This is an optimization exercise on Yosys and OpenROAD, whose aim is small area and a short achievable clock period, not a production implementation. The RTL was checked by simulation tests, not by an equivalence proof against the original design. Power and IR drop assume default switching activity.

==> design.v <==
module ALU(
   input wire [31:0] a,       
   input wire [31:0] b,       
   input wire        cin,     
   input wire        m_c,     
   input wire        m_p,     
   input wire        m_g,     
   input wire        sel_r,   
   input wire        sel_l,   
   input wire        fill,    
   input wire        slt_s,   
   input wire        slt_u,   
   output wire [31:0] res
);
   wire [31:0] p = a ^ b;
   wire [31:0] g = a & b;
   wire g0c = g[0] | (p[0] & cin);
   wire G_1_0 = g[1] | (p[1] & g0c);
   wire G_3_2 = g[3] | (p[3] & g[2]);
   wire P_3_2 = p[3] & p[2];
   wire G_5_4 = g[5] | (p[5] & g[4]);
   wire P_5_4 = p[5] & p[4];
   wire G_7_6 = g[7] | (p[7] & g[6]);
   wire P_7_6 = p[7] & p[6];
   wire G_9_8 = g[9] | (p[9] & g[8]);
   wire P_9_8 = p[9] & p[8];
   wire G_11_10 = g[11] | (p[11] & g[10]);
   wire P_11_10 = p[11] & p[10];
   wire G_13_12 = g[13] | (p[13] & g[12]);
   wire P_13_12 = p[13] & p[12];
   wire G_15_14 = g[15] | (p[15] & g[14]);
   wire P_15_14 = p[15] & p[14];
   wire G_17_16 = g[17] | (p[17] & g[16]);
   wire P_17_16 = p[17] & p[16];
   wire G_19_18 = g[19] | (p[19] & g[18]);
   wire P_19_18 = p[19] & p[18];
   wire G_21_20 = g[21] | (p[21] & g[20]);
   wire P_21_20 = p[21] & p[20];
   wire G_23_22 = g[23] | (p[23] & g[22]);
   wire P_23_22 = p[23] & p[22];
   wire G_25_24 = g[25] | (p[25] & g[24]);
   wire P_25_24 = p[25] & p[24];
   wire G_27_26 = g[27] | (p[27] & g[26]);
   wire P_27_26 = p[27] & p[26];
   wire G_29_28 = g[29] | (p[29] & g[28]);
   wire P_29_28 = p[29] & p[28];
   wire G_31_30 = g[31] | (p[31] & g[30]);
   wire P_31_30 = p[31] & p[30];
   wire G_2_0 = g[2] | (p[2] & G_1_0);
   wire G_3_0 = G_3_2 | (P_3_2 & G_1_0);
   wire G_6_4 = g[6] | (p[6] & G_5_4);
   wire P_6_4 = p[6] & P_5_4;
   wire G_7_4 = G_7_6 | (P_7_6 & G_5_4);
   wire P_7_4 = P_7_6 & P_5_4;
   wire G_10_8 = g[10] | (p[10] & G_9_8);
   wire P_10_8 = p[10] & P_9_8;
   wire G_11_8 = G_11_10 | (P_11_10 & G_9_8);
   wire P_11_8 = P_11_10 & P_9_8;
   wire G_14_12 = g[14] | (p[14] & G_13_12);
   wire P_14_12 = p[14] & P_13_12;
   wire G_15_12 = G_15_14 | (P_15_14 & G_13_12);
   wire P_15_12 = P_15_14 & P_13_12;
   wire G_18_16 = g[18] | (p[18] & G_17_16);
   wire P_18_16 = p[18] & P_17_16;
   wire G_19_16 = G_19_18 | (P_19_18 & G_17_16);
   wire P_19_16 = P_19_18 & P_17_16;
   wire G_22_20 = g[22] | (p[22] & G_21_20);
   wire P_22_20 = p[22] & P_21_20;
   wire G_23_20 = G_23_22 | (P_23_22 & G_21_20);
   wire P_23_20 = P_23_22 & P_21_20;
   wire G_26_24 = g[26] | (p[26] & G_25_24);
   wire P_26_24 = p[26] & P_25_24;
   wire G_27_24 = G_27_26 | (P_27_26 & G_25_24);
   wire P_27_24 = P_27_26 & P_25_24;
   wire G_30_28 = g[30] | (p[30] & G_29_28);
   wire P_30_28 = p[30] & P_29_28;
   wire G_31_28 = G_31_30 | (P_31_30 & G_29_28);
   wire P_31_28 = P_31_30 & P_29_28;
   wire G_4_0 = g[4] | (p[4] & G_3_0);
   wire G_5_0 = G_5_4 | (P_5_4 & G_3_0);
   wire G_6_0 = G_6_4 | (P_6_4 & G_3_0);
   wire G_7_0 = G_7_4 | (P_7_4 & G_3_0);
   wire G_12_8 = g[12] | (p[12] & G_11_8);
   wire P_12_8 = p[12] & P_11_8;
   wire G_13_8 = G_13_12 | (P_13_12 & G_11_8);
   wire P_13_8 = P_13_12 & P_11_8;
   wire G_14_8 = G_14_12 | (P_14_12 & G_11_8);
   wire P_14_8 = P_14_12 & P_11_8;
   wire G_15_8 = G_15_12 | (P_15_12 & G_11_8);
   wire P_15_8 = P_15_12 & P_11_8;
   wire G_20_16 = g[20] | (p[20] & G_19_16);
   wire P_20_16 = p[20] & P_19_16;
   wire G_21_16 = G_21_20 | (P_21_20 & G_19_16);
   wire P_21_16 = P_21_20 & P_19_16;
   wire G_22_16 = G_22_20 | (P_22_20 & G_19_16);
   wire P_22_16 = P_22_20 & P_19_16;
   wire G_23_16 = G_23_20 | (P_23_20 & G_19_16);
   wire P_23_16 = P_23_20 & P_19_16;
   wire G_28_24 = g[28] | (p[28] & G_27_24);
   wire P_28_24 = p[28] & P_27_24;
   wire G_29_24 = G_29_28 | (P_29_28 & G_27_24);
   wire P_29_24 = P_29_28 & P_27_24;
   wire G_30_24 = G_30_28 | (P_30_28 & G_27_24);
   wire P_30_24 = P_30_28 & P_27_24;
   wire G_31_24 = G_31_28 | (P_31_28 & G_27_24);
   wire P_31_24 = P_31_28 & P_27_24;
   wire G_8_0 = g[8] | (p[8] & G_7_0);
   wire G_9_0 = G_9_8 | (P_9_8 & G_7_0);
   wire G_10_0 = G_10_8 | (P_10_8 & G_7_0);
   wire G_11_0 = G_11_8 | (P_11_8 & G_7_0);
   wire G_12_0 = G_12_8 | (P_12_8 & G_7_0);
   wire G_13_0 = G_13_8 | (P_13_8 & G_7_0);
   wire G_14_0 = G_14_8 | (P_14_8 & G_7_0);
   wire G_15_0 = G_15_8 | (P_15_8 & G_7_0);
   wire G_24_16 = g[24] | (p[24] & G_23_16);
   wire P_24_16 = p[24] & P_23_16;
   wire G_25_16 = G_25_24 | (P_25_24 & G_23_16);
   wire P_25_16 = P_25_24 & P_23_16;
   wire G_26_16 = G_26_24 | (P_26_24 & G_23_16);
   wire P_26_16 = P_26_24 & P_23_16;
   wire G_27_16 = G_27_24 | (P_27_24 & G_23_16);
   wire P_27_16 = P_27_24 & P_23_16;
   wire G_28_16 = G_28_24 | (P_28_24 & G_23_16);
   wire P_28_16 = P_28_24 & P_23_16;
   wire G_29_16 = G_29_24 | (P_29_24 & G_23_16);
   wire P_29_16 = P_29_24 & P_23_16;
   wire G_30_16 = G_30_24 | (P_30_24 & G_23_16);
   wire P_30_16 = P_30_24 & P_23_16;
   wire G_31_16 = G_31_24 | (P_31_24 & G_23_16);
   wire P_31_16 = P_31_24 & P_23_16;
   wire G_16_0 = g[16] | (p[16] & G_15_0);
   wire G_17_0 = G_17_16 | (P_17_16 & G_15_0);
   wire G_18_0 = G_18_16 | (P_18_16 & G_15_0);
   wire G_19_0 = G_19_16 | (P_19_16 & G_15_0);
   wire G_20_0 = G_20_16 | (P_20_16 & G_15_0);
   wire G_21_0 = G_21_16 | (P_21_16 & G_15_0);
   wire G_22_0 = G_22_16 | (P_22_16 & G_15_0);
   wire G_23_0 = G_23_16 | (P_23_16 & G_15_0);
   wire G_24_0 = G_24_16 | (P_24_16 & G_15_0);
   wire G_25_0 = G_25_16 | (P_25_16 & G_15_0);
   wire G_26_0 = G_26_16 | (P_26_16 & G_15_0);
   wire G_27_0 = G_27_16 | (P_27_16 & G_15_0);
   wire G_28_0 = G_28_16 | (P_28_16 & G_15_0);
   wire G_29_0 = G_29_16 | (P_29_16 & G_15_0);
   wire G_30_0 = G_30_16 | (P_30_16 & G_15_0);
   wire G_31_0 = G_31_16 | (P_31_16 & G_15_0);
   wire [31:0] c;    
   assign c[0] = cin;
   assign c[1] = g0c;
   assign c[2] = G_1_0;
   assign c[3] = G_2_0;
   assign c[4] = G_3_0;
   assign c[5] = G_4_0;
   assign c[6] = G_5_0;
   assign c[7] = G_6_0;
   assign c[8] = G_7_0;
   assign c[9] = G_8_0;
   assign c[10] = G_9_0;
   assign c[11] = G_10_0;
   assign c[12] = G_11_0;
   assign c[13] = G_12_0;
   assign c[14] = G_13_0;
   assign c[15] = G_14_0;
   assign c[16] = G_15_0;
   assign c[17] = G_16_0;
   assign c[18] = G_17_0;
   assign c[19] = G_18_0;
   assign c[20] = G_19_0;
   assign c[21] = G_20_0;
   assign c[22] = G_21_0;
   assign c[23] = G_22_0;
   assign c[24] = G_23_0;
   assign c[25] = G_24_0;
   assign c[26] = G_25_0;
   assign c[27] = G_26_0;
   assign c[28] = G_27_0;
   assign c[29] = G_28_0;
   assign c[30] = G_29_0;
   assign c[31] = G_30_0;
   wire [31:0] s0 = b[0] ? {{1{fill}}, a[31:1]}  : a;
   wire [31:0] s1 = b[1] ? {{2{fill}}, s0[31:2]} : s0;
   wire [31:0] sh = b[2] ? {{4{fill}}, s1[31:4]} : s1;
   wire [31:0] sh_rev;
   genvar k;
   generate for (k = 0; k < 32; k = k + 1) begin : rv
      assign sh_rev[k] = sh[31-k];
   end endgenerate
   wire [31:0] other = ({32{m_p}} & p) | ({32{m_g}} & g)
                     | ({32{sel_r}} & sh) | ({32{sel_l}} & sh_rev);
   wire [31:0] x0 = ({32{m_c}} &  p) | other;
   wire [31:0] x1 = ({32{m_c}} & ~p) | other;
   wire [31:0] r = (c & x1) | (~c & x0);
   wire lt = p[31] ? ~c[31] : (a[31] ^ slt_u);
   assign res = {r[31:1], r[0] | ((slt_s | slt_u) & lt)};
endmodule
module CPU(
   input wire        clk,
   input wire        rstn,
   input wire [31:0] operand_a,
   input wire [31:0] operand_b,
   input wire [2:0]  operation,
   input wire        logic_arithmetic,
   input wire        add_sub,
   output reg [31:0] alu_out
);
   wire is_add  = (operation == 3'd0) & ~add_sub;
   wire is_sub  = (operation == 3'd0) &  add_sub;
   wire is_sll  = (operation == 3'd1);
   wire is_slt  = (operation == 3'd2);
   wire is_sltu = (operation == 3'd3);
   wire is_xor  = (operation == 3'd4);
   wire is_sr   = (operation == 3'd5);
   wire is_sra  = is_sr & logic_arithmetic;
   wire is_and  = (operation == 3'd6);
   wire is_or   = (operation == 3'd7);
   wire big     = |operand_b[31:5];
   wire sub     = is_sub | is_slt | is_sltu;
   wire shift   = is_sll | is_sr;
   wire fill_in = is_sra & (operand_a[31] | big);
   reg  [31:0] a_rev;
   integer i;
   always @* for (i = 0; i < 32; i = i + 1) a_rev[i] = operand_a[31-i];
   wire [31:0] t0 = big ? {32{fill_in}} : (is_sll ? a_rev : operand_a);
   wire [31:0] t1 = operand_b[4] ? {{16{fill_in}}, t0[31:16]} : t0;
   wire [31:0] t2 = operand_b[3] ? {{8{fill_in}},  t1[31:8]}  : t1;
   reg [31:0] ra, rb;
   always @(posedge clk) begin
      ra <= shift ? t2 : operand_a;
      rb <= operand_b ^ {32{sub}};
   end
   reg cin, m_c, m_p, m_g, sel_r, sel_l, fill, slt_s, slt_u;
   always @(posedge clk or negedge rstn) begin
      if (!rstn) begin
         {cin, m_c, m_p, m_g, sel_r, sel_l, fill, slt_s, slt_u} <= 9'd0;
      end else begin
         cin   <= sub;
         m_c   <= is_add | is_sub;
         m_p   <= is_xor | is_or;
         m_g   <= is_and | is_or;
         sel_r <= is_sr;
         sel_l <= is_sll;
         fill  <= fill_in;
         slt_s <= is_slt;
         slt_u <= is_sltu;
      end
   end
   wire [31:0] alu_res;
   ALU u_ALU (
      .a(ra), .b(rb), .cin(cin), .m_c(m_c), .m_p(m_p), .m_g(m_g),
      .sel_r(sel_r), .sel_l(sel_l), .fill(fill), .slt_s(slt_s), .slt_u(slt_u),
      .res(alu_res)
   );
   always @(posedge clk or negedge rstn) begin
      if (!rstn) alu_out <= 32'd0;
      else       alu_out <= alu_res;
   end
endmodule
==> run.sh <==
#!/bin/bash
# synth_recipe.tcl (not shown) runs the flow's synth.tcl, then flattens the netlist and writes it again
# the make line also repeats each setting of config.mk as NAME=value (left out here)
make -C /OpenROAD-flow-scripts/flow DESIGN_CONFIG=/design/flow/config.mk WORK_HOME=/design/flow/orfs CLKGATE_MAP_FILE= SYNTH_SCRIPT=/design/flow/synth_recipe.tcl finish
==> config.mk <==
export PLATFORM = sky130hd
export DESIGN_NAME = CPU
export DESIGN_NICKNAME = CPU
export VERILOG_FILES = /design/flow/design.v
export SDC_FILE = /design/flow/constraint.sdc
export NUM_CORES = 8
export LEC_CHECK = 0
export CAP_MARGIN = 20
export CORE_MARGIN = 2
export CORE_UTILIZATION = 40
export SETUP_SLACK_MARGIN = 3.0
export SLEW_MARGIN = 20
==> constraint.sdc <==
create_clock -name core_clock -period 5.0 [get_ports {clk}]
set_input_delay 1.0000 -clock core_clock [delete_from_list [all_inputs] [get_ports {clk}]]
set_output_delay 1.0000 -clock core_clock [all_outputs]
set_load 0.01 [all_outputs]
==> results of run 1 <==
[flip-flops by register name, summed over array words and instances, names as in the netlist]
signal	count
m_c	1
sel_r	1
slt_s	1
sel_l	1
m_p	1
fill	1
cin	1
ra	32
m_g	1
rb	32
alu_out	32
slt_u	1
[final timing paths]
check | slack (ns) | endpoint | start
worst max-delay path | 2.42 | ra[21]$_DFF_P_ | operand_b[10]
worst min-delay path | 0.61 | alu_out[29]$_DFF_PN0_ | rstn
worst max register to register | 2.42 | alu_out[25]$_DFF_PN0_ | ra[12]$_DFF_P_
worst min register to register | 0.71 | alu_out[2]$_DFF_PN0_ | rb[2]$_DFF_P_
max in group asynchronous | 4.02 | alu_out[17]$_DFF_PN0_ | rstn
min in group core_clock | 0.71 | alu_out[2]$_DFF_PN0_ | rb[2]$_DFF_P_
[cell usage in the layout (no fill, tap or decap), types with 8 or more instances in the layout]
cell type / count
o21ai_0: 34
xnor2_1: 32
a211oi_2: 21
ha_4: 15
a221oi_1: 8
mux2i_1: 40
dlygate4sd2_1: 10
nor3_1: 10
nor2b_1: 14
clkbuf_16: 9
mux2_2: 17
clkdlybuf4s50_1: 38
buf_4: 56
nand2_1: 117
a21o_1: 29
buf_2: 9
a21oi_4: 23
o21ai_2: 12
buf_6: 27
dfxtp_1: 51
clkdlybuf4s15_1: 33
buf_12: 12
ha_1: 15
mux2_4: 18
dfxtp_2: 8
a221o_1: 8
o211ai_1: 25
a21oi_1: 46
nand3_1: 14
a222oi_1: 14
mux4_2: 11
inv_1: 13
dfrtp_1: 41
nor2_1: 25
[cells by family (layout without fill, tap and decap cells)]
logic type	Yosys count	in the layout	share of synthesized area (%)
mux	90	90	14.3
buf+inv	76	237	4.17
flops	105	105	30.4
xor+xnor	43	43	4.96
compound gates	290	290	26.8
simple gates	234	234	14.1
fa+ha+maj	32	32	5.28
[critical path, stage by stage]
cell and delay, ns:
buf_2 0.12, nor4_4 0.31, nand4_1 0.22, buf_4 0.20
nor3_4 0.22, buf_6 0.14, buf_12 0.15, a21oi_4 0.08
mux2_4 0.28, o21ai_2 0.12
[timing repair]
action                                  CTS  global route
pin swaps                                86            48
hold buffers                              0             0
cloned                                    8             0
setup buffers                            50            28
endpoints found under the hold margin     0             0
endpoints found under the setup margin  130            87
resized for setup                       329            92
[per-layer routing]
metal	up-vias	part of all wire (%)
met4	0	2.2
li1	3591	-
met1	3807	44
met5	-	0
met2	385	47
met3	54	6.8
[where the power goes]
group          internal, mW  leakage, nW  switching [mW]
Sequential            0.954         1.06          0.0816
Clock                 0.344        0.133           0.340
Combinational         0.665         3.33           0.708
Total                  1.96         4.52            1.13
[stage by stage]
step	instance area [um^2]	std cells	hold slack, ns	worst slack (ns)	utilization (%)
floorplan	7900	870	0.599	2.33	-
global placement	9050	1163	0.673	1.17	48.6
detailed placement	9050	1163	0.673	1.20	48.6
CTS	10700	1237	0.714	2.43	57.2
global route	11200	1265	0.672	2.35	60.2
finish	11200	1265	0.608	2.42	60.2
[cell type report]
class | count | area share [%]
Inverter | 18 | 0.703
Multi-Input combinational cell | 689 | 54.5
Tap cell | 234 | 2.61
Sequential cell | 105 | 20.8
Clock buffer | 11 | 2.08
Timing Repair Buffer | 202 | 18.8
Clock inverter | 5 | 0.357
Timing Repair inverter | 1 | 0.0669
==> metrics.cfg, run 1 <==
[status]
outcome = timing/DRC/antenna clean

[place]
port_buffers = 102
place_congestion = 0.916
dp_hpwl_um = 18400

[clock_network]
clockBufferDepth = 2
ctsRootBufferMaster = clkbuf_16
insertion_delay_ns = 0.37
cts_made_buffers = 9
cts_tree = done
clk_pin_slew_worst_paths_ns = 0.07
clock-sinks = 105
cts_max_level = 3

[global_route]
antenna_found_initial = 0
grt_usage_pct = 27.1
grt_pass1_wl_um = 42200
met3_usage_pct = 3.91
first_global_vias = 7386
grt-ovfl-total = 0
grtUsageMet1_pct = 37.5
top_usage_layer = met2
met2_usage_pct = 43.7
grt_max_degree = 72

[timing]
hold_viol = 0
fmax_ghz = 0.387
min_period_ns = 2.58
worstMarginPinSlew_ns = 1.03
setup_tns_ns = 0
drv_slew = 0
finalCritPeriodShare_pct = 51.7
rsz0062_at_grt = true
finalSetupViolations = 0
finClkSkew_ns = 0.0122
slew_headroom_pct = 31.4

[detailed_routing]
vias = 7837
viasPerCell = 6.20
wl_per_cell_um = 22.0
firstDrtPassIters = 5
ant_nets = 0
drc = 0
drt_first_iter_violations = 832
routed_wl_um = 27800

[floorplanning]
rows = 50
die_area_um2 = 20100
core_area_um2 = 18600
initial_utilization_pct = 40.7
die_h_um = 142
io_pins = 103
die_width_um = 142

[run]
drv_cap = 0

[logic_synthesis]
yosysTopAreaCellShare_pct = 16.9
ys_ff_latch = 105
yosysSeqAreaShare_pct = 30.4
synth_cells = 870
synth_top_cell_by_area = dfxtp_1
synth_ff_type = dfxtp_1
yosysMostFrequentCell = nand2_1
avgSynthCellArea_um2 = 8.72
async_flop_share_pct = 39.0
synthesis.area_um2 = 7590
synth.area.top_cells = dfxtp_1 17%, dfrtp_1 14%, nand2_1 6.0%, mux2i_1 5.8%, ha_1 5.3%
ys.warnings.count = 1
synth_commonest_cells = 122 x nand2_1, 69 x a21oi_1, 64 x dfxtp_1
syn-num-nets = 973
ys_types = 72
synth-edff-count = 0

[cells_and_area]
multi_input_area_um2 = 6110
fin_nets = 1129
diodes = 0
seqCellArea_um2 = 2340
syn2layout_area_growth_pct = 47.8
drive_above_1_share_pct = 33.8
fillers = 1570

[min_path]
hold_path_class = in -> async

[setup_path]
worstSetupPathType = in -> reg
reg2reg_depth = 10
crit_fanout = 8
end_kind = flip-flop
cp.arrival_ns = 2.87
start_kind = primary input
crit_required_ns = 5.28

[power_and_ir_drop]
vdd_drop_max_mv = 0.171
leakagePower_nw = 4.52
p_per_area_nw_per_um2 = 276
fin_total_pwr_mw = 3.09

==> run 2: changes to the inputs <==
--- a/design.v
+++ b/design.v
@@ -1,19 +1,18 @@
 module ALU(
-   input wire [31:0] a,       
-   input wire [31:0] b,       
+   input wire [31:0] p,       
+   input wire [31:0] g,       
    input wire        cin,     
    input wire        m_c,     
    input wire        m_p,     
    input wire        m_g,     
    input wire        sel_r,   
    input wire        sel_l,   
+   input wire        ones,    
    input wire        fill,    
    input wire        slt_s,   
    input wire        slt_u,   
    output wire [31:0] res
 );
-   wire [31:0] p = a ^ b;
-   wire [31:0] g = a & b;
    wire g0c = g[0] | (p[0] & cin);
    wire G_1_0 = g[1] | (p[1] & g0c);
    wire G_3_2 = g[3] | (p[3] & g[2]);
@@ -177,20 +176,20 @@
    assign c[29] = G_28_0;
    assign c[30] = G_29_0;
    assign c[31] = G_30_0;
-   wire [31:0] s0 = b[0] ? {{1{fill}}, a[31:1]}  : a;
-   wire [31:0] s1 = b[1] ? {{2{fill}}, s0[31:2]} : s0;
-   wire [31:0] sh = b[2] ? {{4{fill}}, s1[31:4]} : s1;
+   wire [31:0] s0 = g[0] ? {{1{fill}}, p[31:1]}  : p;
+   wire [31:0] s1 = g[1] ? {{2{fill}}, s0[31:2]} : s0;
+   wire [31:0] sh = g[2] ? {{4{fill}}, s1[31:4]} : s1;
    wire [31:0] sh_rev;
    genvar k;
    generate for (k = 0; k < 32; k = k + 1) begin : rv
       assign sh_rev[k] = sh[31-k];
    end endgenerate
    wire [31:0] other = ({32{m_p}} & p) | ({32{m_g}} & g)
-                     | ({32{sel_r}} & sh) | ({32{sel_l}} & sh_rev);
+                     | ({32{sel_r}} & sh) | ({32{sel_l}} & sh_rev) | {32{ones}};
    wire [31:0] x0 = ({32{m_c}} &  p) | other;
    wire [31:0] x1 = ({32{m_c}} & ~p) | other;
    wire [31:0] r = (c & x1) | (~c & x0);
-   wire lt = p[31] ? ~c[31] : (a[31] ^ slt_u);
+   wire lt = p[31] ? ~c[31] : (g[31] ^ slt_u);
    assign res = {r[31:1], r[0] | ((slt_s | slt_u) & lt)};
 endmodule
 module CPU(
@@ -216,29 +215,31 @@
    wire big     = |operand_b[31:5];
    wire sub     = is_sub | is_slt | is_sltu;
    wire shift   = is_sll | is_sr;
-   wire fill_in = is_sra & (operand_a[31] | big);
+   wire fill_in = is_sra & operand_a[31];
    reg  [31:0] a_rev;
    integer i;
    always @* for (i = 0; i < 32; i = i + 1) a_rev[i] = operand_a[31-i];
-   wire [31:0] t0 = big ? {32{fill_in}} : (is_sll ? a_rev : operand_a);
+   wire [31:0] t0 = is_sll ? a_rev : operand_a;
    wire [31:0] t1 = operand_b[4] ? {{16{fill_in}}, t0[31:16]} : t0;
    wire [31:0] t2 = operand_b[3] ? {{8{fill_in}},  t1[31:8]}  : t1;
-   reg [31:0] ra, rb;
+   wire [31:0] bx = operand_b ^ {32{sub}};
+   reg [31:0] rp, rg;
    always @(posedge clk) begin
-      ra <= shift ? t2 : operand_a;
-      rb <= operand_b ^ {32{sub}};
+      rp <= shift ? t2 : (operand_a ^ bx);
+      rg <= shift ? {29'd0, operand_b[2:0]} : (operand_a & bx);
    end
-   reg cin, m_c, m_p, m_g, sel_r, sel_l, fill, slt_s, slt_u;
+   reg cin, m_c, m_p, m_g, sel_r, sel_l, ones, fill, slt_s, slt_u;
    always @(posedge clk or negedge rstn) begin
       if (!rstn) begin
-         {cin, m_c, m_p, m_g, sel_r, sel_l, fill, slt_s, slt_u} <= 9'd0;
+         {cin, m_c, m_p, m_g, sel_r, sel_l, ones, fill, slt_s, slt_u} <= 10'd0;
       end else begin
          cin   <= sub;
          m_c   <= is_add | is_sub;
          m_p   <= is_xor | is_or;
          m_g   <= is_and | is_or;
-         sel_r <= is_sr;
-         sel_l <= is_sll;
+         sel_r <= is_sr & ~big;
+         sel_l <= is_sll & ~big;
+         ones  <= is_sra & big;
          fill  <= fill_in;
          slt_s <= is_slt;
          slt_u <= is_sltu;
@@ -246,8 +247,8 @@
    end
    wire [31:0] alu_res;
    ALU u_ALU (
-      .a(ra), .b(rb), .cin(cin), .m_c(m_c), .m_p(m_p), .m_g(m_g),
-      .sel_r(sel_r), .sel_l(sel_l), .fill(fill), .slt_s(slt_s), .slt_u(slt_u),
+      .p(rp), .g(rg), .cin(cin), .m_c(m_c), .m_p(m_p), .m_g(m_g),
+      .sel_r(sel_r), .sel_l(sel_l), .ones(ones), .fill(fill), .slt_s(slt_s), .slt_u(slt_u),
       .res(alu_res)
    );
    always @(posedge clk or negedge rstn) begin
==> flow/run.sh (new file) <==
#!/bin/bash
set -euo pipefail
W=$(pwd)
sed 's|log_cmd abc {\*}$abc_args|log_cmd abc -script '"$W"'/flow/speed.abc {*}[lrange $abc_args 2 end]|' \
  "$FLOW_HOME/scripts/synth.tcl" > "$W/synth_mod.tcl"
grep -q "flow/speed.abc" "$W/synth_mod.tcl"
sed "s|\$::env(SCRIPTS_DIR)/synth.tcl|$W/synth_mod.tcl|" synth_recipe.tcl > "$W/synth_top.tcl"
grep -q "synth_mod.tcl" "$W/synth_top.tcl"
bash standard.sh SYNTH_SCRIPT="$W/synth_top.tcl" ABC_CLOCK_PERIOD_IN_PS=1200 \
  BUFFER_PORTS_ARGS="-buffer_cell sky130_fd_sc_hd__buf_1" finish > "$W/flow_make.log" 2>&1
==> flow/speed.abc (new file) <==
strash
dch -f
map {D}
topo
buffer -p
upsize {D}
dnsize {D}
stime -p
==> standard.sh (new file) <==
#!/bin/bash
# synth_recipe.tcl (not shown) runs the flow's synth.tcl, then flattens the netlist and writes it again
# the make line also repeats each setting of config.mk as NAME=value (left out here)
make -C /OpenROAD-flow-scripts/flow DESIGN_CONFIG=/design/flow/config.mk WORK_HOME=/design/flow/orfs CLKGATE_MAP_FILE= SYNTH_SCRIPT=/design/flow/synth_recipe.tcl "${@:-finish}"
removed: run.sh
==> metrics.cfg, run 2 <==
[place]
port_buffers = 102  ; unchanged
postPlaceCellArea_um2 = 8410  ; -7.1%
place_congestion = 1.01  ; +11%
place_inst = 1452  ; +25%
dp_hpwl_um = 21400  ; +16%
post-place-ws_ns = 1.48  ; +0.284 ns

[power_and_ir_drop]
p_sw_mw = 1.21  ; +7.1%
p_per_area_nw_per_um2 = 292  ; +5.9%
p_int_mw = 1.79  ; -8.8%
vdd_drop_max_mv = 0.145  ; -15%
fin_total_pwr_mw = 3.00  ; -3.0%
clkPwrFrac_pct = 24.4  ; +2.3 points
leakagePower_nw = 4.31  ; -4.8%
power_frac_comb_pct = 38.5  ; -5.9 points
swShare_pct = 40.3  ; +3.8 points
power_frac_seq_pct = 37.1  ; +3.6 points

[setup_path]
slowest_delay_ns = 0.21  ; -0.10 ns
r2r_slack_ns = 2.93  ; +0.51 ns
crit_top_cell = buf_12
critPathTopFamily = buffers and inverters
crit_fanout = 7  ; -1
worstSetupPathType = in -> reg
cp.arrival_ns = 2.38  ; -0.49 ns
start_kind = primary input
critPathCapture = rp[9]$_DFF_P_
end_kind = flip-flop
reg2reg_to = alu_out[16]$_DFF_PN0_
r2r_start = rg[1]$_DFF_P_
reg2reg_depth = 10  ; unchanged
path_buf_inv = 4  ; unchanged
worstSetupPathDepth = 12  ; +2
cp_cell_sequence = buf_12, buf_12, nand2_8, nor2_4, buf_6, buf_12, nor2_4, a21oi_2, nand2_1, o21ai_2, a21oi_2, a22o_1
crit_required_ns = 5.26  ; -0.02 ns
critPathLaunch = operation[0]
critical-path-slowest-cell = nor2_4

[timing]
holdWs_ns = 0.606  ; -0.00174 ns
fmax_ghz = 0.472  ; +22%
min_period_ns = 2.12  ; -0.464 ns
worstMarginPinSlew_ns = 0.939  ; -0.0885 ns
setup_tns_ns = 0  ; unchanged
finalCritPeriodShare_pct = 42.4  ; -9.3 points
rsz0062_at_grt = true
finClkSkew_ns = 0.0115  ; -0.000726 ns
slew_headroom_pct = 37.4  ; +6.0 points
setup_slack_ns = 2.88  ; +0.464 ns
hold_viol = 0  ; unchanged
finalSetupViolations = 0  ; unchanged
drv_slew = 0  ; unchanged

[detailed_routing]
vias = 9136  ; +17%
firstDrtPassIters = 8  ; +3
viasPerCell = 5.94  ; -4.2%
routed_wl_um = 32800  ; +18%
ant_nets = 0  ; unchanged
drc = 0  ; unchanged
drt_first_iter_violations = 1206  ; +45%
wl_per_cell_um = 21.3  ; -3.3%

[clock_network]
cts_made_buffers = 9  ; unchanged
clockBufferDepth = 2  ; unchanged
ctsRootBufferMaster = clkbuf_16
cts_max_level = 3  ; unchanged
cts_tree = done
insertion_delay_ns = 0.37  ; about the same
clock-sinks = 106  ; +0.95%
clk_pin_slew_worst_paths_ns = 0.08  ; about the same

[cells_and_area]
layout_common_cells = 198 x nand2_1, 99 x nor2_1, 97 x buf_1
diodes = 0  ; unchanged
fin_nets = 1372  ; +22%
stdcell_area_um2 = 10300  ; -8.4%
syn2layout_area_growth_pct = 30.3
finalNonFillerCells = 1539  ; +22%
drive_above_1_share_pct = 18.8  ; -15 points
final_common_cell = nand2_1
fin_util_pct = 53.0  ; -7.2 points
reg_top3 = alu_out: 32 flops, rg: 32 flops, rp: 32 flops

[global_route]
grt_max_degree = 43  ; -40%
grt-ovfl-total = 0  ; unchanged
grt_usage_pct = 30.8  ; +3.7 points
antenna_found_initial = 0  ; unchanged
grt_pass1_wl_um = 47900  ; +13%
first_global_vias = 8268  ; +12%

[logic_synthesis]
avgSynthCellArea_um2 = 6.88  ; -21%
synth-edff-count = 0  ; unchanged
synth_commonest_cells = 206 x nand2_1, 125 x o21ai_0, 107 x nor2_1
async_flop_share_pct = 39.6  ; +0.58 points
ys.warnings.count = 1  ; unchanged
yosys.area_share.simple_pct = 20.4  ; +6.3 points
synth_top_cell_by_area = dfxtp_1
ys_types = 58  ; -19%
ys_ff_latch = 106  ; +0.95%
yosysSeqAreaShare_pct = 29.6  ; -0.83 points
synth_cells = 1146  ; +32%
synth_ff_type = dfxtp_1
synth.area.mux_share_pct = 0.254  ; -14 points
synth_fa_ha_area_share_pct = 5.08  ; -0.20 points
synth_top_family_by_area = compound AO/OA/AOI/OAI gates
synth-compound-area-share_pct = 31.7  ; +4.9 points
syn-num-nets = 1249  ; +28%
yosysMostFrequentCell = nand2_1
synth_xor_area_share_pct = 3.78  ; -1.2 points
synth.area.top_cells = dfxtp_1 16%, dfrtp_1 13%, nand2_1 9.8%, o21ai_0 7.9%, a21oi_1 6.4%
yosysTopAreaCellShare_pct = 16.3  ; -0.64 points
synthesis.area_um2 = 7880  ; +3.9%

[status]
outcome = timing/DRC/antenna clean

[floorplanning]
core_area_um2 = 19400  ; +4.1%
die_area_um2 = 20800  ; +3.8%
io_pins = 103  ; unchanged
die_h_um = 144  ; +1.9%
rows = 51  ; +2.0%
initial_utilization_pct = 40.6  ; -0.057 points
die_width_um = 144  ; +1.9%

[min_path]
hold_path_class = reg -> reg

[run]
drv_cap = 0  ; unchanged

==> run 2: cell types whose count changed in the layout (fill, tap and decap cells not counted), sizes merged, moves of 32 or more <==
cell           previous run  this run
mux2i                    44         2
o21ai                    54       154
a21oi                    72       104
mux2                     35         0
inv                      18       106
xnor2                    39         0
nand2                   122       208
buf                     115       167
nor2                     32       109
clkdlybuf4s15            36         0
clkdlybuf4s50            38         0
==> run 2: power by group through the flow <==
stage                     Clock [mW]  Combinational [mW]  Sequential [mW]
after global routing           0.775                1.26             1.12
after floorplan                    0               0.612             1.07
after CTS                      0.741                1.03             1.09
final                          0.731                1.16             1.11
after detailed placement           0               0.879             1.11
after global placement             0               0.877             1.11
==> run 2: kinds of logic after synthesis <==
family,after synthesis
buffers and inverters,181
DFF,106
xor gates and xnor gates,34
adders and majority gates,32
and+or+nand+nor,384
AOI/OAI and AO/OA,407
muxes,2
==> run 2: what timing repair did <==
action                                 CTS  global route
gates cloned                            17             3
hold buffers                             0             0
gates resized for setup                116           130
setup endpoints to repair               99            61
pin swaps                               19            29
buffers inserted                        32            19
endpoints found under the hold margin    0             0
==> run 2: metal layers <==
| layer | wire length, um | vias to the layer above | track usage [%] |
|---|---|---|---|
| met1 | 12800 | 4191 | 39.8 |
| met4 | 1890 | 0 | 17.1 |
| met2 | 14800 | 596 | 49.1 |
| met5 | 0 | - | 0 |
| met3 | 3230 | 126 | 4.90 |
| li1 | - | 4223 | - |
==> run 2: layout make-up <==
cell class / count / area [um^2]
Tap cell: 265 / 332
Multi-Input combinational cell: 864 / 5430
Clock inverter: 5 / 41.3
Clock buffer: 11 / 253
Fill cell: 1921 / 9120
Timing Repair Buffer: 173 / 1350
Sequential cell: 106 / 2370
Inverter: 108 / 449
Timing Repair inverter: 7 / 52.6
==> run 2: how the worst min path moves through the flow <==
stage                                 from              endpoint  slack, ns  depth (start not counted)
after floorplan           rg[3]$_SDFF_PN0_  alu_out[3]$_DFF_PN0_       0.47                          2
final                      slt_s$_DFF_PN0_  alu_out[0]$_DFF_PN0_       0.61                          2
after detailed placement  rg[9]$_SDFF_PN0_  alu_out[9]$_DFF_PN0_       0.56                          2
after global routing      rg[9]$_SDFF_PN0_  alu_out[9]$_DFF_PN0_       0.62                          2
after CTS                 rg[9]$_SDFF_PN0_  alu_out[9]$_DFF_PN0_       0.57                          2
after global placement    rg[9]$_SDFF_PN0_  alu_out[9]$_DFF_PN0_       0.57                          2
==> run 2: tightest hold or removal path, stage by stage, from the launching register on <==
cell,delay [ns]
dfrtp_1,0.32
o21ai_0,0.10
o21bai_1,0.16
==> run 3: changes to the inputs <==
==> flow/speed.abc (replaced) <==
strash
dch -f
map {D}
topo
stime -p
==> metrics.cfg, run 3 <==
[cells_and_area]
drive_above_1_share_pct = 20.9  ; +2.1 points
syn2layout_area_growth_pct = 36.3
diodes = 0  ; unchanged
fillers = 1813  ; -5.6%
stdcell_area_um2 = 10200  ; -0.52%
fin_nets = 1354  ; -1.3%
reg_top3 = alu_out: 32 flops, rg: 32 flops, rp: 32 flops
layout_common_cells = 202 x nand2_1, 96 x buf_1, 94 x clkinv_1
seqCellArea_um2 = 2370  ; about the same
final_common_cell = nand2_1
multi_input_area_um2 = 5460  ; +0.62%

[setup_path]
path_buf_inv = 4  ; unchanged
critical-path-slowest-cell = a22o_2
crit_fanout = 8  ; +1
end_kind = flip-flop
crit_top_cell = buf_16
start_kind = primary input
critPathTopFamily = buffers and inverters
r2r_slack_ns = 3.03  ; +0.10 ns
r2r_start = rg[0]$_DFF_P_
slowest_delay_ns = 0.27  ; +0.06 ns
reg2reg_to = alu_out[27]$_DFF_PN0_
reg2reg_depth = 9  ; -1
cp_cell_sequence = buf_16, clkinv_16, nand2_8, a21oi_4, buf_12, buf_16, xor2_2, ha_1, a22o_2
critPathCapture = rp[3]$_DFF_P_
worstSetupPathType = in -> reg
crit_required_ns = 5.26  ; about the same
critPathLaunch = operation[0]
cp.arrival_ns = 2.39  ; about the same
worstSetupPathDepth = 9  ; -3

[floorplanning]
die_width_um = 141  ; -2.4%
die_area_um2 = 19900  ; -4.8%
core_area_um2 = 18500  ; -4.5%
die_h_um = 141  ; -2.4%
initial_utilization_pct = 40.5  ; -0.15 points
rows = 50  ; -2.0%
io_pins = 103  ; unchanged

[min_path]
hold_path_class = reg -> reg
holdPathStages = 2  ; unchanged

[clock_network]
insertion_delay_ns = 0.37  ; about the same
clk_pin_slew_worst_paths_ns = 0.08  ; about the same
cts_made_buffers = 9  ; unchanged
clock-sinks = 106  ; unchanged
ctsRootBufferMaster = clkbuf_16
clockBufferDepth = 2  ; unchanged
cts_max_level = 3  ; unchanged
cts_tree = done

[logic_synthesis]
syn-num-nets = 1176  ; -5.8%
synth-edff-count = 0  ; unchanged
async_flop_share_pct = 39.6  ; unchanged
yosysSeqAreaShare_pct = 31.1  ; +1.5 points
synth_commonest_cells = 206 x nand2_1, 154 x o21ai_0, 108 x clkinv_1, 108 x nor2_1, 104 x a21oi_1
synthesis.area_um2 = 7500  ; -4.9%
ys.warnings.count = 1  ; unchanged
synth_ff_type = dfxtp_1
avgSynthCellArea_um2 = 6.99  ; +1.6%
synth_cells = 1073  ; -6.4%
ys_ff_latch = 106  ; unchanged
ys_types = 35  ; -40%
yosysTopAreaCellShare_pct = 17.1  ; +0.84 points
yosysMostFrequentCell = nand2_1
synth.area.top_cells = dfxtp_1 17%, dfrtp_1 14%, nand2_1 10%, o21ai_0 10%, a21oi_1 6.9%
synth_top_cell_by_area = dfxtp_1

[timing]
finalSetupViolations = 0  ; unchanged
finClkSkew_ns = 0.0102  ; -0.00134 ns
fmax_ghz = 0.468  ; -0.74%
finalCritPeriodShare_pct = 42.7  ; +0.31 points
setup_slack_ns = 2.86  ; -0.0157 ns
min_period_ns = 2.14  ; +0.0157 ns
worstMarginPinSlew_ns = 0.563  ; -0.376 ns
rsz0062_at_grt = true
drv_slew = 0  ; unchanged
setup_tns_ns = 0  ; unchanged
hold_viol = 0  ; unchanged
slew_headroom_pct = 62.4  ; +25 points

[detailed_routing]
viasPerCell = 5.93  ; -0.11%
routed_wl_um = 31000  ; -5.3%
firstDrtPassIters = 5  ; -3
drt_first_iter_violations = 1018  ; -16%
wl_per_cell_um = 20.8  ; -2.2%
drc = 0  ; unchanged
vias = 8835  ; -3.3%
ant_nets = 0  ; unchanged

[global_route]
antenna_found_initial = 1  ; +1
met2_usage_pct = 46.9  ; -2.2 points
grt_usage_pct = 29.7  ; -1.1 points
grt_max_degree = 49  ; +14%
grt_pass1_wl_um = 45400  ; -5.1%
met3_usage_pct = 4.28  ; -0.62 points
grtUsageMet1_pct = 40.3  ; +0.43 points
top_usage_layer = met2
first_global_vias = 7957  ; -3.8%
grt-ovfl-total = 0  ; unchanged

[place]
post-place-ws_ns = 1.01  ; -0.477 ns
dp_hpwl_um = 20000  ; -6.4%
port_buffers = 102  ; unchanged
postPlaceCellArea_um2 = 8440  ; +0.39%
place_congestion = 0.990  ; -2.2%

[power_and_ir_drop]
fin_total_pwr_mw = 2.95  ; -1.8%
vdd_drop_max_mv = 0.159  ; +9.5%
leakagePower_nw = 4.02  ; -6.7%
p_per_area_nw_per_um2 = 288  ; -1.2%

[run]
drv_cap = 0  ; unchanged

[status]
outcome = timing/DRC/antenna clean

## run 3: changes by cell type in the layout (fill, tap and decap cells not counted), sizes merged
cell      change
buf          -11
inv          -95
clkinvlp     -10
bufbuf        -3
clkbuf        +2
o21bai        -1
nor2          -1
clkinv      +101
## run 3: what timing repair did
item	CTS	global route
gates resized for setup	98	151
pin swaps	24	43
hold buffers	0	0
gates cloned	8	5
endpoints found under the setup margin	101	67
buffers inserted	24	16
## run 3: layer usage
layer  part of all wire (%)  routed length [um]  up-vias
met2                     45               14100      484
met1                     41               12700     4048
met4                    5.4                1670        2
met3                    8.3                2580      102
li1                       -                   -     4199
met5                  0.026                   8        -
## run 3: final cells by class
class	instances	share of cell area (%)
Clock buffer	10	2.24
Clock inverter	6	0.661
Inverter	108	5.15
Multi-Input combinational cell	862	53.5
Sequential cell	106	23.2
Tap cell	234	2.86
Timing Repair Buffer	162	12.3
Timing Repair inverter	2	0.220
## run 3: power by group
| group | switching [mW] | total, mW | internal, mW |
|---|---|---|---|
| clock | 0.374 | 0.728 | 0.354 |
| sequential | 0.137 | 1.10 | 0.967 |
| combinational | 0.680 | 1.11 | 0.434 |
| total | 1.19 | 2.95 | 1.75 |
## run 3: worst reg2reg max path: stages, from the launching register on
cell and delay, ns:
dfxtp_4 0.44, buf_4 0.20, nand2_1 0.06, a21boi_2 0.17
o21ai_0 0.22, or2_2 0.14, o21ai_0 0.09, o21ai_0 0.34
a21oi_1 0.07, o21ai_0 0.17
## run 3: logic make-up after synthesis
kind of cell	Yosys count	share of synthesized area (%)
AO/OA/AOI/OAI	407	33.1
AND/OR/NAND/NOR	384	20.8
buffers and inverters	108	5.41
flip-flops	106	31.1
XOR/XNOR	34	3.97
adder cells (fa/ha/maj)	32	5.34
multiplexers	2	0.267
## run 3: how the worst min path moves through the flow
stage                     startpoint                   end  slack (ns)
floorplan           rg[3]$_SDFF_PN0_  alu_out[3]$_DFF_PN0_        0.47
global route         slt_s$_DFF_PN0_  alu_out[0]$_DFF_PN0_        0.58
finish               slt_s$_DFF_PN0_  alu_out[0]$_DFF_PN0_        0.55
CTS                  slt_s$_DFF_PN0_  alu_out[0]$_DFF_PN0_        0.57
detailed placement   slt_s$_DFF_PN0_  alu_out[0]$_DFF_PN0_        0.55
global placement     slt_s$_DFF_PN0_  alu_out[0]$_DFF_PN0_        0.54
## run 3: metrics by stage
stage               cells  hold slack (ns)  utilization (%)
floorplan            1073            0.471                -
finish               1490            0.552             55.2
global route         1490            0.581             55.2
global placement     1421            0.542             45.6
detailed placement   1421            0.552             45.6
CTS                  1469            0.569             51.5
==> run 4: changes to the inputs <==
--- a/design.v
+++ b/design.v
@@ -176,16 +176,17 @@
    assign c[29] = G_28_0;
    assign c[30] = G_29_0;
    assign c[31] = G_30_0;
-   wire [31:0] s0 = g[0] ? {{1{fill}}, p[31:1]}  : p;
-   wire [31:0] s1 = g[1] ? {{2{fill}}, s0[31:2]} : s0;
-   wire [31:0] sh = g[2] ? {{4{fill}}, s1[31:4]} : s1;
-   wire [31:0] sh_rev;
-   genvar k;
-   generate for (k = 0; k < 32; k = k + 1) begin : rv
-      assign sh_rev[k] = sh[31-k];
-   end endgenerate
+   wire        l0 = g[0] & sel_l, r0 = g[0] & ~sel_l;
+   wire [31:0] s0 = ({32{l0}} & {p[30:0], 1'b0}) | ({32{r0}} & {fill, p[31:1]})
+                  | ({32{~g[0]}} & p);
+   wire        l1 = g[1] & sel_l, r1 = g[1] & ~sel_l;
+   wire [31:0] s1 = ({32{l1}} & {s0[29:0], 2'b0}) | ({32{r1}} & {{2{fill}}, s0[31:2]})
+                  | ({32{~g[1]}} & s0);
+   wire        l2 = g[2] & sel_l, r2 = g[2] & sel_r, n2 = ~g[2] & (sel_l | sel_r);
+   wire [31:0] sh = ({32{l2}} & {s1[27:0], 4'b0}) | ({32{r2}} & {{4{fill}}, s1[31:4]})
+                  | ({32{n2}} & s1);
    wire [31:0] other = ({32{m_p}} & p) | ({32{m_g}} & g)
-                     | ({32{sel_r}} & sh) | ({32{sel_l}} & sh_rev) | {32{ones}};
+                     | sh | {32{ones}};
    wire [31:0] x0 = ({32{m_c}} &  p) | other;
    wire [31:0] x1 = ({32{m_c}} & ~p) | other;
    wire [31:0] r = (c & x1) | (~c & x0);
@@ -216,17 +217,21 @@
    wire sub     = is_sub | is_slt | is_sltu;
    wire shift   = is_sll | is_sr;
    wire fill_in = is_sra & operand_a[31];
-   reg  [31:0] a_rev;
-   integer i;
-   always @* for (i = 0; i < 32; i = i + 1) a_rev[i] = operand_a[31-i];
-   wire [31:0] t0 = is_sll ? a_rev : operand_a;
-   wire [31:0] t1 = operand_b[4] ? {{16{fill_in}}, t0[31:16]} : t0;
-   wire [31:0] t2 = operand_b[3] ? {{8{fill_in}},  t1[31:8]}  : t1;
-   wire [31:0] bx = operand_b ^ {32{sub}};
+   wire        l4 = operand_b[4] & is_sll, r4 = operand_b[4] & is_sr;
+   wire        n4 = ~(operand_b[4] & shift);
+   wire [31:0] t1 = ({32{l4}} & {operand_a[15:0], 16'd0})
+                  | ({32{r4}} & {{16{fill_in}}, operand_a[31:16]})
+                  | ({32{n4}} & operand_a);
+   wire        l3 = operand_b[3] & is_sll, r3 = operand_b[3] & is_sr;
+   wire        n3 = ~(operand_b[3] & shift);
+   wire [31:0] t2 = ({32{l3}} & {t1[23:0], 8'd0})
+                  | ({32{r3}} & {{8{fill_in}}, t1[31:8]})
+                  | ({32{n3}} & t1);
+   wire [31:0] bx = (operand_b ^ {32{sub}}) & {32{~shift}};
    reg [31:0] rp, rg;
    always @(posedge clk) begin
-      rp <= shift ? t2 : (operand_a ^ bx);
-      rg <= shift ? {29'd0, operand_b[2:0]} : (operand_a & bx);
+      rp <= t2 ^ bx;
+      rg <= (operand_a & bx) | {29'd0, operand_b[2:0] & {3{shift}}};
    end
    reg cin, m_c, m_p, m_g, sel_r, sel_l, ones, fill, slt_s, slt_u;
    always @(posedge clk or negedge rstn) begin
==> flow/speed.abc (replaced) <==
strash
dch -f
map {D}
topo
buffer -p
stime -p
--- a/config.mk
+++ b/config.mk
@@ -8,5 +8,5 @@
 export CAP_MARGIN = 20
 export CORE_MARGIN = 2
 export CORE_UTILIZATION = 40
-export SETUP_SLACK_MARGIN = 3.0
+export SETUP_SLACK_MARGIN = 2.9
 export SLEW_MARGIN = 20
==> metrics.cfg, run 4 <==
[status]
outcome = timing/DRC/antenna clean

[place]
dp_hpwl_um = 22600  ; +13%
port_buffers = 102  ; unchanged
postPlaceCellArea_um2 = 8310  ; -1.5%
post-place-ws_ns = 1.50  ; +0.490 ns
place_congestion = 0.969  ; -2.1%

[logic_synthesis]
yosysTopAreaCellShare_pct = 15.6  ; -1.5 points
synth_commonest_cells = 264 x nand2_1, 147 x nor2_1, 118 x inv_1
yosysMostFrequentCell = nand2_1
ys_types = 37  ; +5.7%
yosysSeqAreaShare_pct = 28.4  ; -2.7 points
synth.area.top_cells = dfxtp_1 16%, dfrtp_1 13%, nand2_1 12%, clkbuf_8 10%, nor2_1 6.7%
synth-edff-count = 0  ; unchanged
avgSynthCellArea_um2 = 7.15  ; +2.3%
ys_ff_latch = 106  ; unchanged
synth_top_cell_by_area = dfxtp_1
syn-num-nets = 1219  ; +3.7%
async_flop_share_pct = 39.6  ; unchanged
synth_cells = 1148  ; +7.0%
ys.warnings.count = 1  ; unchanged
synthesis.area_um2 = 8210  ; +9.5%
synth_ff_type = dfxtp_1

[timing]
slew_headroom_pct = 29.9  ; -33 points
finClkSkew_ns = 0.00862  ; -0.00157 ns
setup_slack_ns = 2.85  ; -0.0190 ns
fmax_ghz = 0.464  ; -0.88%
drv_slew = 0  ; unchanged
finalCritPeriodShare_pct = 43.1  ; +0.38 points
holdWs_ns = 0.540  ; -0.0123 ns
hold_viol = 0  ; unchanged
finalSetupViolations = 0  ; unchanged
min_period_ns = 2.15  ; +0.0190 ns
rsz0062_at_grt = true
setup_tns_ns = 0  ; unchanged
worstMarginPinSlew_ns = 1.05  ; +0.489 ns

[global_route]
met3_usage_pct = 5.59  ; +1.3 points
grt-ovfl-total = 0  ; unchanged
grt_max_degree = 47  ; -4.1%
grtUsageMet1_pct = 40.7  ; +0.40 points
grt_usage_pct = 29.3  ; -0.39 points
met2_usage_pct = 44.6  ; -2.4 points
antenna_found_initial = 0  ; -1
grt_pass1_wl_um = 49600  ; +9.3%
top_usage_layer = met2
first_global_vias = 8653  ; +8.7%

[cells_and_area]
final_common_cell = nand2_1
diodes = 0  ; unchanged
reg_top3 = alu_out: 32 flops, rg: 32 flops, rp: 32 flops
drive_above_1_share_pct = 19.4  ; -1.5 points
layout_common_cells = 256 x nand2_1, 118 x nor2_1, 110 x inv_1
syn2layout_area_growth_pct = 21.2
stdcell_area_um2 = 9950  ; -2.7%
fin_nets = 1328  ; -1.9%

[power_and_ir_drop]
leakagePower_nw = 4.11  ; +2.1%
p_per_area_nw_per_um2 = 281  ; -2.7%
vdd_drop_max_mv = 0.191  ; +21%
fin_total_pwr_mw = 2.79  ; -5.3%

[floorplanning]
rows = 52  ; +4.0%
die_h_um = 147  ; +4.5%
initial_utilization_pct = 40.7  ; +0.21 points
die_width_um = 147  ; +4.5%
core_area_um2 = 20200  ; +8.9%
die_area_um2 = 21700  ; +9.2%
io_pins = 103  ; unchanged

[setup_path]
start_kind = primary input
worstSetupPathType = in -> reg
r2r_slack_ns = 2.90  ; -0.13 ns
r2r_start = sel_l$_DFF_PN0_
reg2reg_to = alu_out[9]$_DFF_PN0_
reg2reg_depth = 7  ; -2
critPathLaunch = operation[0]
crit_fanout = 29  ; +21
critPathCapture = rp[19]$_DFF_P_
cp.arrival_ns = 2.41  ; +0.02 ns
end_kind = flip-flop
crit_required_ns = 5.25  ; about the same

[clock_network]
clk_pin_slew_worst_paths_ns = 0.08  ; about the same
insertion_delay_ns = 0.37  ; about the same
cts_made_buffers = 9  ; unchanged
ctsHoldBuffers = 0  ; unchanged
cts_tree = done
clockBufferDepth = 2  ; unchanged
clock-sinks = 106  ; unchanged
cts_max_level = 3  ; unchanged
ctsRootBufferMaster = clkbuf_16

[detailed_routing]
wl_per_cell_um = 22.2  ; +6.6%
drt_first_iter_violations = 1569  ; +54%
drc = 0  ; unchanged
vias = 9673  ; +9.5%
viasPerCell = 6.31  ; +6.5%
routed_wl_um = 34000  ; +9.6%
ant_nets = 0  ; unchanged
firstDrtPassIters = 8  ; +3

[run]
drv_cap = 0  ; unchanged

[min_path]
hold_path_class = reg -> reg
holdPathStages = 2  ; unchanged

## run 4: where the power goes
group | leakage, nW | internal [mW] | total (mW) | switching (mW)
Clock | 0.141 | 0.352 | 0.730 | 0.378
Sequential | 1.08 | 0.952 | 1.07 | 0.115
Combinational | 2.89 | 0.354 | 0.993 | 0.639
Total | 4.11 | 1.66 | 2.79 | 1.13
## run 4: worst min-delay path by stage
| stage | startpoint | to |
|---|---|---|
| 2_1_floorplan | rg[7]$_DFF_P_ | alu_out[7]$_DFF_PN0_ |
| 3_3_place_gp | rg[3]$_DFF_P_ | alu_out[3]$_DFF_PN0_ |
| 3_5_place_dp | rg[3]$_DFF_P_ | alu_out[3]$_DFF_PN0_ |
| 4_1_cts | rg[3]$_DFF_P_ | alu_out[3]$_DFF_PN0_ |
| 5_1_grt | rg[3]$_DFF_P_ | alu_out[3]$_DFF_PN0_ |
| 6_report | rg[3]$_DFF_P_ | alu_out[3]$_DFF_PN0_ |
## run 4: layer usage
| metal | wire length [um] | vias up |
|---|---|---|
| li1 | - | 4319 |
| met1 | 13400 | 4468 |
| met2 | 14800 | 763 |
| met3 | 4190 | 123 |
| met4 | 1570 | 0 |
| met5 | 0 | - |
## run 4: critical path, stage by stage
cell and delay, ns:
buf_12 0.11, inv_12 0.03, nor2_4 0.11, buf_12 0.15, nand2_8 0.08, inv_8 0.22
o22ai_4 0.13, a22oi_1 0.27, o311a_4 0.25, nor2_4 0.04
## run 4: what timing repair did
item,in CTS,in global routing
cloned,2,7
pin swaps,12,34
setup endpoints to repair,98,69
setup buffers,19,18
resized for setup,79,126
hold endpoints to repair,0,0
## run 4: layout make-up
| class | instances | area [um^2] |
|---|---|---|
| timing repair buffer | 157 | 998 |
| timing repair inverter | 1 | 7.51 |
| sequential | 106 | 2340 |
| inverter | 121 | 508 |
| multi-input combinational | 861 | 5470 |
| clock inverter | 6 | 57.6 |
| fill | 2042 | 10200 |
| tap | 270 | 338 |
| clock buffer | 10 | 229 |
## run 4: cells by family after synthesis
kind of cell | share of synthesized area (%)
simple gates | 27.1
compound gates | 28.3
buf+inv | 16.2
flops | 28.4
xor+xnor | 0.107
## run 4: stage by stage
step / utilization [%] / std cells
3_5_place_dp: 41.2 / 1470
3_3_place_gp: 41.2 / 1470
2_1_floorplan: - / 1148
4_1_cts: 45.2 / 1507
5_1_grt: 49.3 / 1532
6_report: 49.3 / 1532
==> run 5: changes to the inputs <==
==> flow/speed.abc (replaced) <==
strash
dch -f
map
topo
buffer -p
upsize -D 1300
dnsize -D 1300
stime -p
--- a/config.mk
+++ b/config.mk
@@ -8,5 +8,6 @@
 export CAP_MARGIN = 20
 export CORE_MARGIN = 2
 export CORE_UTILIZATION = 40
-export SETUP_SLACK_MARGIN = 2.9
+export SETUP_SLACK_MARGIN = 3.0
 export SLEW_MARGIN = 20
+export TNS_END_PERCENT = 0
==> metrics.cfg, run 5 <==
[status]
outcome = timing/DRC/antenna clean

[clock_network]
clock-sinks = 106  ; unchanged
insertion_delay_ns = 0.37  ; about the same
clk_pin_slew_worst_paths_ns = 0.08  ; about the same
ctsRootBufferMaster = clkbuf_16
clockBufferDepth = 2  ; unchanged
cts_made_buffers = 9  ; unchanged
cts_max_level = 3  ; unchanged
cts_tree = done

[detailed_routing]
drt_first_iter_violations = 1263  ; -20%
routed_wl_um = 32000  ; -5.8%
wl_per_cell_um = 21.7  ; -2.3%
viasPerCell = 6.32  ; about the same
ant_nets = 0  ; unchanged
vias = 9334  ; -3.5%
firstDrtPassIters = 7  ; -1
drc = 0  ; unchanged

[cells_and_area]
final_common_cell = nand2_1
drive_above_1_share_pct = 14.0  ; -5.4 points
fin_util_pct = 49.8  ; +0.49 points
fin_nets = 1309  ; -1.4%
seqCellArea_um2 = 2340  ; -0.16%
diodes = 0  ; unchanged
stdcell_area_um2 = 9350  ; -6.0%
multi_input_area_um2 = 5120  ; -6.3%
fillers = 1944  ; -4.8%
layout_common_cells = 258 x nand2_1, 120 x nor2_1, 110 x inv_1
syn2layout_area_growth_pct = 22.0
reg_top3 = alu_out: 32 flops, rg: 32 flops, rp: 32 flops

[timing]
fmax_ghz = 0.465  ; +0.24%
finalSetupViolations = 0  ; unchanged
finClkSkew_ns = 0.00796  ; -0.000652 ns
holdWs_ns = 0.581  ; +0.0414 ns
slew_headroom_pct = 62.7  ; +33 points
hold_viol = 0  ; unchanged
rsz0062_at_grt = true
setup_tns_ns = 0  ; unchanged
worstMarginPinSlew_ns = 0.559  ; -0.493 ns
finalCritPeriodShare_pct = 43.0  ; -0.10 points
min_period_ns = 2.15  ; -0.00511 ns
drv_slew = 0  ; unchanged

[power_and_ir_drop]
p_per_area_nw_per_um2 = 294  ; +4.8%
vdd_drop_max_mv = 0.162  ; -16%
fin_total_pwr_mw = 2.75  ; -1.5%
leakagePower_nw = 3.99  ; -2.9%

[setup_path]
slowest_delay_ns = 0.39  ; +0.12 ns
crit_required_ns = 5.25  ; about the same
crit_fanout = 3  ; -90%
end_kind = flip-flop
start_kind = primary input
path_buf_inv = 2  ; -2
worstSetupPathType = in -> reg
critPathTopFamily = simple AND/OR/NAND/NOR gates
critical-path-slowest-cell = nor4_1
cp_cell_sequence = buf_1, nor4_1, nand3_1, nor3_2, inv_1, nor3_1
cp.arrival_ns = 2.40  ; about the same

[global_route]
grt_max_degree = 59  ; +26%
grt_pass1_wl_um = 49100  ; -1.1%
grt_usage_pct = 31.4  ; +2.1 points
first_global_vias = 8584  ; -0.80%
antenna_found_initial = 0  ; unchanged
grt-ovfl-total = 0  ; unchanged

[logic_synthesis]
yosysSeqAreaShare_pct = 30.4  ; +2.0 points
synth_ff_type = dfxtp_1
async_flop_share_pct = 39.6  ; unchanged
synth_top_cell_by_area = dfxtp_1
synth-edff-count = 0  ; unchanged
ys_types = 48  ; +30%
avgSynthCellArea_um2 = 6.68  ; -6.6%
synthesis.area_um2 = 7660  ; -6.6%
ys.warnings.count = 1  ; unchanged
syn-num-nets = 1219  ; unchanged
synth_commonest_cells = 263 x nand2_1, 145 x nor2_1, 110 x inv_1
synth_cells = 1148  ; unchanged
ys_ff_latch = 106  ; unchanged
yosysTopAreaCellShare_pct = 16.7  ; +1.1 points
synth.area.top_cells = dfxtp_1 17%, dfrtp_1 14%, nand2_1 13%, nor2_1 7.1%, a22oi_1 5.4%
yosysMostFrequentCell = nand2_1

[run]
drv_cap = 0  ; unchanged

[place]
dp_hpwl_um = 22300  ; -1.5%
postPlaceCellArea_um2 = 8270  ; -0.50%
port_buffers = 102  ; unchanged
place_congestion = 0.965  ; -0.39%

[floorplanning]
rows = 50  ; -3.8%
die_h_um = 142  ; -3.3%
io_pins = 103  ; unchanged
die_area_um2 = 20300  ; -6.5%
die_width_um = 142  ; -3.3%
core_area_um2 = 18800  ; -6.9%
initial_utilization_pct = 40.8  ; +0.13 points

[min_path]
hold_path_class = reg -> reg

==> run 5: cell count changes in the layout (fill, tap and decap cells not counted), moves of 6 or more <==
| cell | change |
|---|---|
| o221ai_1 | +9 |
| o311a_2 | -14 |
| clkinvlp_4 | -6 |
| buf_12 | -6 |
| o21ai_0 | -17 |
| o221ai_2 | -9 |
| buf_4 | -9 |
| o21ai_1 | +17 |
| o311a_1 | +16 |
| nand2_8 | -7 |
==> run 5: area by class of cell <==
type / count / area share (%)
multi-input cells: 860 / 54.8
flip-flops and latches: 106 / 25.0
well taps: 234 / 3.13
inverters: 121 / 5.41
clock inverters: 6 / 0.723
clock buffers: 10 / 2.56
repair buffers: 140 / 8.36
==> run 5: worst register-to-register path, cell delays in order (launching register included) <==
cell and delay (ns):
dfxtp_1 0.56, inv_1 0.19, o31ai_4 0.39, a221o_2 0.34, a21oi_1 0.16, a21boi_0 0.15, o21ai_1 0.21
==> run 5: cells by family after synthesis <==
logic type,share of synthesized area (%)
AOI/OAI and AO/OA,30.5
xor gates and xnor gates,0.114
buffers and inverters,9.68
DFF,30.4
and+or+nand+nor,29.2
==> run 5: stage by stage <==
stage / instances / setup WS, ns
2_1_floorplan: 1148 / 2.87
3_3_place_gp: 1432 / 1.51
3_5_place_dp: 1432 / 1.45
4_1_cts: 1463 / 2.89
5_1_grt: 1477 / 2.83
6_report: 1477 / 2.85
==> run 5: path summary, 6_finish.rpt <==
| check | startpoint | slack (ns) | cells past startpoint | to |
|---|---|---|---|---|
| max in group asynchronous | rstn | 3.90 | 2 | m_c$_DFF_PN0_ |
| min in group asynchronous | rstn | 0.70 | 2 | alu_out[2]$_DFF_PN0_ |
| min reg2reg | rg[3]$_DFF_P_ | 0.58 | 2 | alu_out[3]$_DFF_PN0_ |
| max | operand_b[10] | 2.85 | 6 | sel_r$_DFF_PN0_ |
| min | rg[3]$_DFF_P_ | 0.58 | 2 | alu_out[3]$_DFF_PN0_ |
| max reg2reg | rp[18]$_DFF_P_ | 2.91 | 6 | alu_out[31]$_DFF_PN0_ |
==> run 5: routing by layer <==
| layer | wire length [um] | part of all wire, % | vias up | GRT usage, % |
|---|---|---|---|---|
| met5 | 0 | 0 | - | 0 |
| met4 | 1380 | 4.3 | 0 | 13.6 |
| li1 | - | - | 4273 | - |
| met2 | 14100 | 44 | 659 | 48.5 |
| met3 | 3640 | 11 | 125 | 5.65 |
| met1 | 12900 | 40 | 4277 | 43.1 |
==> run 5: repair_timing <==
item | CTS | global route
pin swaps | 13 | 13
endpoints found under the setup margin | 99 | 92
buffers inserted | 12 | 12
hold buffers | 0 | 0
resized for setup | 84 | 37
gates cloned | 3 | 2
==> run 5: power by group <==
group	switching [mW]	total (mW)	internal, mW
Clock	0.399	0.770	0.371
Sequential	0.111	1.06	0.951
Combinational	0.602	0.916	0.314
Total	1.11	2.75	1.64

==> what the ideal ports hide <==
Ports are ideal in the flow. The routed layouts listed here were re-timed in OpenROAD. Step 1 sets driving cells, clkbuf_16 on the clock port and buf_2 on the other inputs (assumed; they add their load-dependent delay and slew). Step 2 also shifts input and output timing later by t, the mid clock arrival at the registers, as if the neighbouring blocks saw the same clock. Slacks: ideal ports / drivers / drivers and shift; pairs: ideal ports / drivers.
run	shift t [ns]	setup WS [ns]	clock arrival spread, ns	worst slew at a driven data input, ns	cell pins on the clock port's net
run 1	0.404	2.416 / 2.424 / 2.031	0.012 / 0.012	0.05	1
run 2	0.411	2.881 / 2.863 / 2.452	0.012 / 0.012	0.06	1
run 3	0.406	2.865 / 2.845 / 2.438	0.012 / 0.011	0.08	1
run 4	0.409	2.846 / 2.819 / 2.409	0.011 / 0.011	0.07	1
run 5	0.412	2.851 / 2.848 / 2.435	0.009 / 0.009	0.06	1
After both steps setup and hold are still met in every run listed. The setup slack of run 4, which loses most, moves by -0.027 ns with the drivers and by -0.437 ns with both steps.
